This is an optimization exercise on Yosys and OpenROAD, whose aim is small area, not a production implementation. RTL that was checked went through simulation tests only; none was proved equivalent to the original. No driver is modelled on the clock port, so clocking that relies on it looks cheaper here than on a real chip. Power figures rest on the tool's default switching activity, not on a simulated workload.

==> job 4225 <==
==> flow/design.v <==
module AD7606_drive(
    input             clk     ,
    input             rst_n   ,
    input             ad_busy ,
    input             ad_dataA,
    input             ad_dataB,
    output     [2:0]  ad_os   ,
    output            ad_rage ,
    output reg        ad_rst  ,
    output            ad_cvAB ,
    output reg        ad_cs_n ,
    output            ad_sclk ,
    output reg        ad_done ,
    output     [15:0] ad_ch1  ,
    output     [15:0] ad_ch2  ,
    output     [15:0] ad_ch3  ,
    output     [15:0] ad_ch4  ,
    output     [15:0] ad_ch5  ,
    output     [15:0] ad_ch6  ,
    output     [15:0] ad_ch7  ,
    output     [15:0] ad_ch8
    );
assign ad_os   = 3'b000;
assign ad_rage = 1'b1;
reg  [15:0] rst_sr;
wire        rst_fill;
wire        rst_fb  = rst_sr[15] ^ rst_sr[13] ^ rst_sr[12] ^ rst_sr[10];
always @(posedge clk)
begin
    rst_sr <= {rst_sr[14:0], rst_fb | rst_fill};
end
always @(posedge clk or negedge rst_n)
begin
    if (!rst_n)
        ad_rst <= 1'b1;
    else if (~rst_fill & (rst_sr == 16'h9CFF))
        ad_rst <= 1'b0;
end
reg  [1:0]  sck;
reg  [10:0] cnt;
reg         wt;
reg         started;
wire ph_a  = ad_cs_n & ~wt;
wire ph_c  = wt & cnt[0];
wire ph_s  = ~ad_cs_n & ~cnt[10];
wire a_hi  = ph_a & cnt[10] & cnt[9];
wire a_end = a_hi & cnt[1];                           
wire cv_on = a_hi & ~cnt[1] & ~cnt[0] & (sck[0] ^ sck[1]);    
wire inc0  = wt ? (~cnt[0] & ~ad_busy) : (ad_cs_n & (&sck));
wire inc3  = ~ad_cs_n & ~sck[1] & sck[0];
wire smp   = ~sck[1] & sck[0];
assign rst_fill = ~started & ~cnt[10];
wire [10:0] cnt_t;
assign cnt_t[0]  = inc0;
assign cnt_t[1]  = cnt_t[0] & cnt[0];
assign cnt_t[2]  = cnt_t[1] & cnt[1];
assign cnt_t[3]  = (cnt_t[2] & cnt[2]) | inc3;
assign cnt_t[4]  = cnt_t[3] & cnt[3];
assign cnt_t[5]  = (cnt_t[4] & cnt[4]) | ph_s;
assign cnt_t[6]  = cnt_t[5] & cnt[5];
assign cnt_t[7]  = cnt_t[6] & cnt[6];
assign cnt_t[8]  = cnt_t[7] & cnt[7];
assign cnt_t[9]  = cnt_t[8] & cnt[8];
assign cnt_t[10] = cnt_t[9] & cnt[9];
assign ad_cvAB = ~cv_on;
assign ad_sclk = ad_cs_n | sck[1];
always @(posedge clk or negedge rst_n)
begin
    if (!rst_n) begin
        sck     <= 2'd3;
        cnt     <= 11'd35;
        wt      <= 1'b0;
        ad_cs_n <= 1'b1;
        started <= 1'b0;
        ad_done <= 1'b0;
    end
    else begin
        if (~started & (ph_c | ~ad_cs_n))
            sck <= 2'd0;
        else
            sck <= sck + 1'b1;
        cnt     <= cnt ^ cnt_t;
        wt      <= a_end | (wt & ~cnt[0]);
        if (ph_c)
            ad_cs_n <= 1'b0;
        else if (ph_s)
            ad_cs_n <= 1'b1;
        started <= started | ~ad_cs_n;
        ad_done <= ph_s;
    end
end
reg  [128:0] ring;
always @(posedge clk)
begin
    ring <= {ring[127:2], smp ? ad_dataB : ring[1], ring[0], smp ? ad_dataA : ring[128]};
end
genvar k;
generate
    for (k = 0; k < 16; k = k + 1) begin : g_out
        assign ad_ch1[15-k] = ring[(253 - 4*k) % 129];
        assign ad_ch2[15-k] = ring[(253 - 4*(k+16)) % 129];
        assign ad_ch3[15-k] = ring[(253 - 4*(k+32)) % 129];
        assign ad_ch4[15-k] = ring[(253 - 4*(k+48)) % 129];
        assign ad_ch5[15-k] = ring[(255 - 4*k) % 129];
        assign ad_ch6[15-k] = ring[(255 - 4*(k+16)) % 129];
        assign ad_ch7[15-k] = ring[(255 - 4*(k+32)) % 129];
        assign ad_ch8[15-k] = ring[(255 - 4*(k+48)) % 129];
    end
endgenerate
endmodule
==> flow/flow/run.sh <==
#!/bin/bash
# Standard ORFS layout with the smallest port buffers and a lighter clock
# tree: CTS builds the tree from clkbuf_4 and flow/post_cts.tcl upsizes only
# the leaf buffers whose registers would see a slow clock edge.
set -euo pipefail
HERE=$(pwd)
bash standard.sh finish \
  'BUFFER_PORTS_ARGS=-buffer_cell sky130_fd_sc_hd__buf_1' \
  'CTS_ARGS=-sink_clustering_enable -repair_clock_nets -dont_use_dummy_load -root_buf sky130_fd_sc_hd__clkbuf_4 -buf_list {sky130_fd_sc_hd__clkbuf_4}' \
  "POST_CTS_TCL=$HERE/flow/post_cts.tcl" \
  'SKIP_REPAIR_TIE_FANOUT=1' \
  > make_finish.log 2>&1
==> flow/flow/post_cts.tcl <==
# Runs at the end of ORFS's CTS step (POST_CTS_TCL). CTS builds the clock
# tree from clkbuf_4; this upsizes only the leaf buffers whose register clock
# pins would see a slow edge (estimated from placement), and legalizes again.
set_propagated_clock [all_clocks]

proc leaf_slews {} {
  set res {}
  foreach inst [get_cells clkbuf_*] {
    set n [get_property $inst name]
    set clkpins [get_pins -of_objects [get_nets -of_objects [get_pins $n/X]] -filter "name==CLK"]
    if {[llength $clkpins] == 0} { continue }
    set mx 0
    foreach p $clkpins {
      set s [get_property $p slew_max]
      if {$s > $mx} { set mx $s }
    }
    lappend res [list $n $mx [get_property $inst ref_name]]
  }
  return $res
}

set thr 0.125
for {set it 0} {$it < 4} {incr it} {
  estimate_parasitics -placement
  set changed 0
  foreach l [leaf_slews] {
    lassign $l n s ref
    if {$s > $thr} {
      set to ""
      if {$ref eq "sky130_fd_sc_hd__clkbuf_2"} { set to sky130_fd_sc_hd__clkbuf_4 }
      if {$ref eq "sky130_fd_sc_hd__clkbuf_4"} { set to sky130_fd_sc_hd__clkbuf_8 }
      if {$ref eq "sky130_fd_sc_hd__clkbuf_8"} { set to sky130_fd_sc_hd__clkbuf_16 }
      if {$to ne ""} {
        puts "post_cts: $n $ref -> $to (estimated clock pin slew $s ns)"
        replace_cell $n $to
        incr changed
      }
    }
  }
  if {$changed == 0} { break }
  detailed_placement
}
estimate_parasitics -placement
==> flow/standard.sh <==
#!/bin/bash
# synth_recipe.tcl (not shown) runs the flow's synth.tcl, then flattens the netlist and writes it again
# the make line also repeats each setting of config.mk as NAME=value (left out here)
make -C /OpenROAD-flow-scripts/flow DESIGN_CONFIG=/design/flow/config.mk WORK_HOME=/design/flow/orfs CLKGATE_MAP_FILE= SYNTH_SCRIPT=/design/flow/synth_recipe.tcl "${@:-finish}"
==> flow/config.mk <==
export PLATFORM = sky130hd
export DESIGN_NAME = AD7606_drive
export DESIGN_NICKNAME = AD7606_drive
export VERILOG_FILES = /design/flow/design.v
export SDC_FILE = /design/flow/constraint.sdc
export NUM_CORES = 4
export LEC_CHECK = 0
export CAP_MARGIN = 20
export CORE_MARGIN = 2
export CORE_UTILIZATION = 40
export PLACE_DENSITY = 0.6
export SLEW_MARGIN = 20
==> flow/constraint.sdc <==
create_clock -name core_clock -period 20.0 [get_ports {clk}]
set_input_delay 4.0000 -clock core_clock [delete_from_list [all_inputs] [get_ports {clk}]]
set_output_delay 4.0000 -clock core_clock [all_outputs]
set_load 0.01 [all_outputs]
==> inputs of job 8920, as changes to job 4225 <==
==> flow/design.v (replaced) <==
module AD7606_drive(
    input             clk     ,
    input             rst_n   ,
    input             ad_busy ,
    input             ad_dataA,
    input             ad_dataB,
    output     [2:0]  ad_os   ,
    output            ad_rage ,
    output reg        ad_rst  ,
    output            ad_cvAB ,
    output reg        ad_cs_n ,
    output            ad_sclk ,
    output reg        ad_done ,
    output reg [15:0] ad_ch1  ,
    output reg [15:0] ad_ch2  ,
    output reg [15:0] ad_ch3  ,
    output reg [15:0] ad_ch4  ,
    output reg [15:0] ad_ch5  ,
    output reg [15:0] ad_ch6  ,
    output reg [15:0] ad_ch7  ,
    output reg [15:0] ad_ch8
    );
assign ad_os   = 3'b000;
assign ad_rage = 1'b1;
reg  [15:0] rst_sr;
wire        rst_z15 = ~|rst_sr[14:0];
wire        rst_fb  = rst_sr[15] ^ rst_sr[14] ^ rst_sr[12] ^ rst_sr[3] ^ rst_z15;
always @(posedge clk or negedge rst_n)
begin
    if (!rst_n) begin
        rst_sr <= 16'h0001;
        ad_rst <= 1'b1;
    end
    else begin
        rst_sr <= {rst_sr[14:0], rst_fb};
        if (rst_z15 & ~rst_sr[15])
            ad_rst <= 1'b0;
    end
end
reg  [1:0]  sck;
reg  [10:0] cnt;
reg         wt;
reg         started;
wire ph_a  = ad_cs_n & ~wt;
wire ph_c  = wt & cnt[0];
wire ph_s  = ~ad_cs_n & ~cnt[10];
wire a_hi  = ph_a & cnt[10] & cnt[9];
wire a_end = a_hi & cnt[1];                           
wire cv_on = a_hi & ~cnt[1] & ~cnt[0] & (sck[0] ^ sck[1]);    
wire inc0  = wt ? (~cnt[0] & ~ad_busy) : (ad_cs_n & (&sck));
wire inc3  = ~ad_cs_n & ~sck[1] & sck[0];
wire smp   = ~sck[1] & sck[0];
wire [10:0] cnt_t;
assign cnt_t[0]  = inc0;
assign cnt_t[1]  = cnt_t[0] & cnt[0];
assign cnt_t[2]  = cnt_t[1] & cnt[1];
assign cnt_t[3]  = (cnt_t[2] & cnt[2]) | inc3;
assign cnt_t[4]  = cnt_t[3] & cnt[3];
assign cnt_t[5]  = (cnt_t[4] & cnt[4]) | ph_s;
assign cnt_t[6]  = cnt_t[5] & cnt[5];
assign cnt_t[7]  = cnt_t[6] & cnt[6];
assign cnt_t[8]  = cnt_t[7] & cnt[7];
assign cnt_t[9]  = cnt_t[8] & cnt[8];
assign cnt_t[10] = cnt_t[9] & cnt[9];
assign ad_cvAB = ~cv_on;
assign ad_sclk = ad_cs_n | sck[1];
always @(posedge clk or negedge rst_n)
begin
    if (!rst_n) begin
        sck     <= 2'd3;
        cnt     <= 11'd35;
        wt      <= 1'b0;
        ad_cs_n <= 1'b1;
        started <= 1'b0;
        ad_done <= 1'b0;
    end
    else begin
        if (ph_s)
            sck <= 2'd3;
        else if (~started & (ph_c | ~ad_cs_n))
            sck <= 2'd0;
        else
            sck <= sck + 1'b1;
        cnt     <= cnt ^ cnt_t;
        wt      <= a_end | (wt & ~cnt[0]);
        if (ph_c)
            ad_cs_n <= 1'b0;
        else if (ph_s)
            ad_cs_n <= 1'b1;
        started <= started | ~ad_cs_n;
        ad_done <= ph_s;
    end
end
always @(posedge clk)
begin
    if (smp) begin
        {ad_ch1, ad_ch2, ad_ch3, ad_ch4} <= {ad_ch1[14:0], ad_ch2, ad_ch3, ad_ch4, ad_dataA};
        {ad_ch5, ad_ch6, ad_ch7, ad_ch8} <= {ad_ch5[14:0], ad_ch6, ad_ch7, ad_ch8, ad_dataB};
    end
end
endmodule
==> flow/flow/run.sh (replaced) <==
#!/bin/bash
# Standard ORFS layout with the smallest port buffers and a lighter clock
# tree: CTS builds the tree from clkbuf_4 and flow/post_cts.tcl upsizes only
# the buffers whose sinks would see a slow clock edge.
set -euo pipefail
HERE=$(pwd)
bash standard.sh finish \
  'BUFFER_PORTS_ARGS=-buffer_cell sky130_fd_sc_hd__buf_1' \
  'CTS_ARGS=-sink_clustering_enable -repair_clock_nets -dont_use_dummy_load -root_buf sky130_fd_sc_hd__clkbuf_8 -buf_list {sky130_fd_sc_hd__clkbuf_4}' \
  "POST_CTS_TCL=$HERE/flow/post_cts.tcl" \
  > make_finish.log 2>&1
==> flow/flow/post_cts.tcl (replaced) <==
# Runs at the end of ORFS's CTS step: upsizes the clock buffers whose loads see
# a slow slew (estimated from placement), so that the clock tree can be built
# from small buffers and only the crowded branches get bigger ones.
set_propagated_clock [all_clocks]
proc leaf_slews {} {
  set res {}
  foreach inst [get_cells clkbuf_*] {
    set n [get_property $inst name]
    set mx 0
    foreach p [get_pins -of_objects [get_nets -of_objects [get_pins $n/X]] -filter "direction==input"] {
      set s [get_property $p slew_max]
      if {$s > $mx} {set mx $s}
    }
    lappend res [list $n $mx [get_property $inst ref_name]]
  }
  return $res
}
set thr [expr {[info exists ::env(UP_THR)] ? $::env(UP_THR) : 0.112}]
for {set it 0} {$it < 4} {incr it} {
  estimate_parasitics -placement
  set changed 0
  foreach l [leaf_slews] {
    lassign $l n s ref
    if {$s > $thr} {
      set to ""
      if {$ref eq "sky130_fd_sc_hd__clkbuf_2"} {set to sky130_fd_sc_hd__clkbuf_4}
      if {$ref eq "sky130_fd_sc_hd__clkbuf_4"} {set to sky130_fd_sc_hd__clkbuf_8}
      if {$ref eq "sky130_fd_sc_hd__clkbuf_8"} {set to sky130_fd_sc_hd__clkbuf_16}
      if {$to ne ""} { puts "UPSIZE $n $ref -> $to (slew $s)"; replace_cell $n $to; incr changed }
    }
  }
  if {$changed == 0} break
  detailed_placement
}
==> inputs of job 5258, as changes to job 4225 <==
--- a/flow/design.v
+++ b/flow/design.v
@@ -23,18 +23,19 @@
 assign ad_os   = 3'b000;
 assign ad_rage = 1'b1;
 reg  [15:0] rst_sr;
-wire        rst_fill;
-wire        rst_fb  = rst_sr[15] ^ rst_sr[13] ^ rst_sr[12] ^ rst_sr[10];
-always @(posedge clk)
-begin
-    rst_sr <= {rst_sr[14:0], rst_fb | rst_fill};
-end
+wire        rst_z15 = ~|rst_sr[14:0];
+wire        rst_fb  = rst_sr[15] ^ rst_sr[14] ^ rst_sr[12] ^ rst_sr[3] ^ rst_z15;
 always @(posedge clk or negedge rst_n)
 begin
-    if (!rst_n)
+    if (!rst_n) begin
+        rst_sr <= 16'h0001;
         ad_rst <= 1'b1;
-    else if (~rst_fill & (rst_sr == 16'h9CFF))
-        ad_rst <= 1'b0;
+    end
+    else begin
+        rst_sr <= {rst_sr[14:0], rst_fb};
+        if (rst_z15 & ~rst_sr[15])
+            ad_rst <= 1'b0;
+    end
 end
 reg  [1:0]  sck;
 reg  [10:0] cnt;
@@ -49,7 +50,6 @@
 wire inc0  = wt ? (~cnt[0] & ~ad_busy) : (ad_cs_n & (&sck));
 wire inc3  = ~ad_cs_n & ~sck[1] & sck[0];
 wire smp   = ~sck[1] & sck[0];
-assign rst_fill = ~started & ~cnt[10];
 wire [10:0] cnt_t;
 assign cnt_t[0]  = inc0;
 assign cnt_t[1]  = cnt_t[0] & cnt[0];
==> flow/flow/run.sh (replaced) <==
#!/bin/bash
# Standard ORFS layout with the smallest port buffers and a lighter clock
# tree: CTS builds the tree from clkbuf_4 and flow/post_cts.tcl upsizes only
# the buffers whose sinks would see a slow clock edge.
set -euo pipefail
HERE=$(pwd)
bash standard.sh finish \
  'BUFFER_PORTS_ARGS=-buffer_cell sky130_fd_sc_hd__buf_1' \
  'CTS_ARGS=-sink_clustering_enable -repair_clock_nets -dont_use_dummy_load -root_buf sky130_fd_sc_hd__clkbuf_8 -buf_list {sky130_fd_sc_hd__clkbuf_4}' \
  "POST_CTS_TCL=$HERE/flow/post_cts.tcl" \
  > make_finish.log 2>&1
==> flow/flow/post_cts.tcl (replaced) <==
# Runs at the end of ORFS's CTS step: upsizes the clock buffers whose loads see
# a slow slew (estimated from placement), so that the clock tree can be built
# from small buffers and only the crowded branches get bigger ones.
set_propagated_clock [all_clocks]
proc leaf_slews {} {
  set res {}
  foreach inst [get_cells clkbuf_*] {
    set n [get_property $inst name]
    set mx 0
    foreach p [get_pins -of_objects [get_nets -of_objects [get_pins $n/X]] -filter "direction==input"] {
      set s [get_property $p slew_max]
      if {$s > $mx} {set mx $s}
    }
    lappend res [list $n $mx [get_property $inst ref_name]]
  }
  return $res
}
set thr [expr {[info exists ::env(UP_THR)] ? $::env(UP_THR) : 0.112}]
for {set it 0} {$it < 4} {incr it} {
  estimate_parasitics -placement
  set changed 0
  foreach l [leaf_slews] {
    lassign $l n s ref
    if {$s > $thr} {
      set to ""
      if {$ref eq "sky130_fd_sc_hd__clkbuf_2"} {set to sky130_fd_sc_hd__clkbuf_4}
      if {$ref eq "sky130_fd_sc_hd__clkbuf_4"} {set to sky130_fd_sc_hd__clkbuf_8}
      if {$ref eq "sky130_fd_sc_hd__clkbuf_8"} {set to sky130_fd_sc_hd__clkbuf_16}
      if {$to ne ""} { puts "UPSIZE $n $ref -> $to (slew $s)"; replace_cell $n $to; incr changed }
    }
  }
  if {$changed == 0} break
  detailed_placement
}
==> comparison table <==
Result of the run: job 8920 timing/DRC/antenna clean; job 4225 timing/DRC/antenna clean; job 5258 timing/DRC/antenna clean
Most used routing layer in global routing: job 8920 met1; job 4225 met2; job 5258 met2
Flip-flop count of the largest register after layout: job 8920 -; job 4225 129; job 5258 129
Routed wire per std cell: job 8920 15.4 µm; job 4225 11.8 µm; job 5258 11.8 µm
Total vias in the final route: job 8920 2434; job 4225 2032; job 5258 2074
Total half-perimeter wirelength after legalization and detailed placement: job 8920 5350 µm; job 4225 4290 µm; job 5258 4200 µm
Standard cell area after detailed placement: job 8920 5810 µm²; job 4225 4430 µm²; job 5258 4520 µm²
Area of the multi-input gates: job 8920 350 µm²; job 4225 362 µm²; job 5258 362 µm²
Most frequently used cell type in the post-synthesis netlist: job 8920 edfxtp_1; job 4225 dfxtp_1; job 5258 buf_4
Timing-limited maximum frequency: job 8920 159 MHz; job 4225 162 MHz; job 5258 158 MHz
Number of multi-input combinational cells: job 8920 42; job 4225 44; job 5258 46
Placement Setup Slack: job 8920 13.29 ns; job 4225 13.27 ns; job 5258 13.27 ns
Power share of the sequential group: job 8920 0.707; job 4225 0.713; job 5258 0.683
Detail-routed via count per cell: job 8920 4.53; job 4225 4.01; job 5258 4.04
Total length of routed met2 wires: job 8920 3320 µm; job 4225 2620 µm; job 5258 2780 µm
Starting density of the core: job 8920 0.406; job 4225 0.412; job 5258 0.405
Total internal power: job 8920 0.414 mW; job 4225 0.370 mW; job 5258 0.388 mW
Non-clock buffer total of the final layout: job 8920 139; job 4225 137; job 5258 137
Site row count: job 8920 41; job 4225 39; job 5258 40
Critical Path RT: job 8920 20.26 ns; job 4225 20.40 ns; job 5258 20.24 ns
Gate count of the mapped netlist: job 8920 211; job 4225 342; job 5258 342
Area inside the core boundary: job 8920 12500 µm²; job 4225 11500 µm²; job 5258 11900 µm²
Met1 routing resource usage after global routing: job 8920 0.165; job 4225 0.120; job 5258 0.111
Hold Crit Start: job 8920 rst_sr[6]; job 4225 ring[29]; job 5258 ring[21]
Part of the total power dissipated in the clock network: job 8920 0.289; job 4225 0.278; job 5258 0.306
Only the layout flow was run in job 8920; the RTL was not checked for function there.

[re-timing with driven ports]
The results above use ideal ports. As a check the final layouts listed here were re-extracted and re-timed, cells and wires unchanged.
Step 1: set_driving_cell puts a clkbuf_16 on clk and a buf_2 on each other input, an assumption about the parent block.
Step 2 adds t to the input delays and takes it off the output delays; t is the mean of the earliest and latest rising clock arrival at the registers after step 1. Input paths then give back, and output paths get back, about the clock's delay inside the block.
a / b / c = no drivers / after step 1 / after step 2; a / b = the first two.
run	t (ns)	setup slack, ns	hold WS [ns]	clock arrival spread, ns
job 4225	0.535	13.826 / 13.829 / 13.294	0.323 / 0.323 / 0.323	0.032 / 0.032
job 8920	0.394	13.717 / 13.731 / 13.337	0.364 / 0.364 / 0.364	0.026 / 0.025
job 5258	0.390	13.652 / 13.665 / 13.275	0.324 / 0.324 / 0.324	0.031 / 0.030
After both steps setup and hold are still met in every run listed. The setup slack of job 4225, which loses most, moves by +0.003 ns with the drivers and by -0.532 ns with both steps.
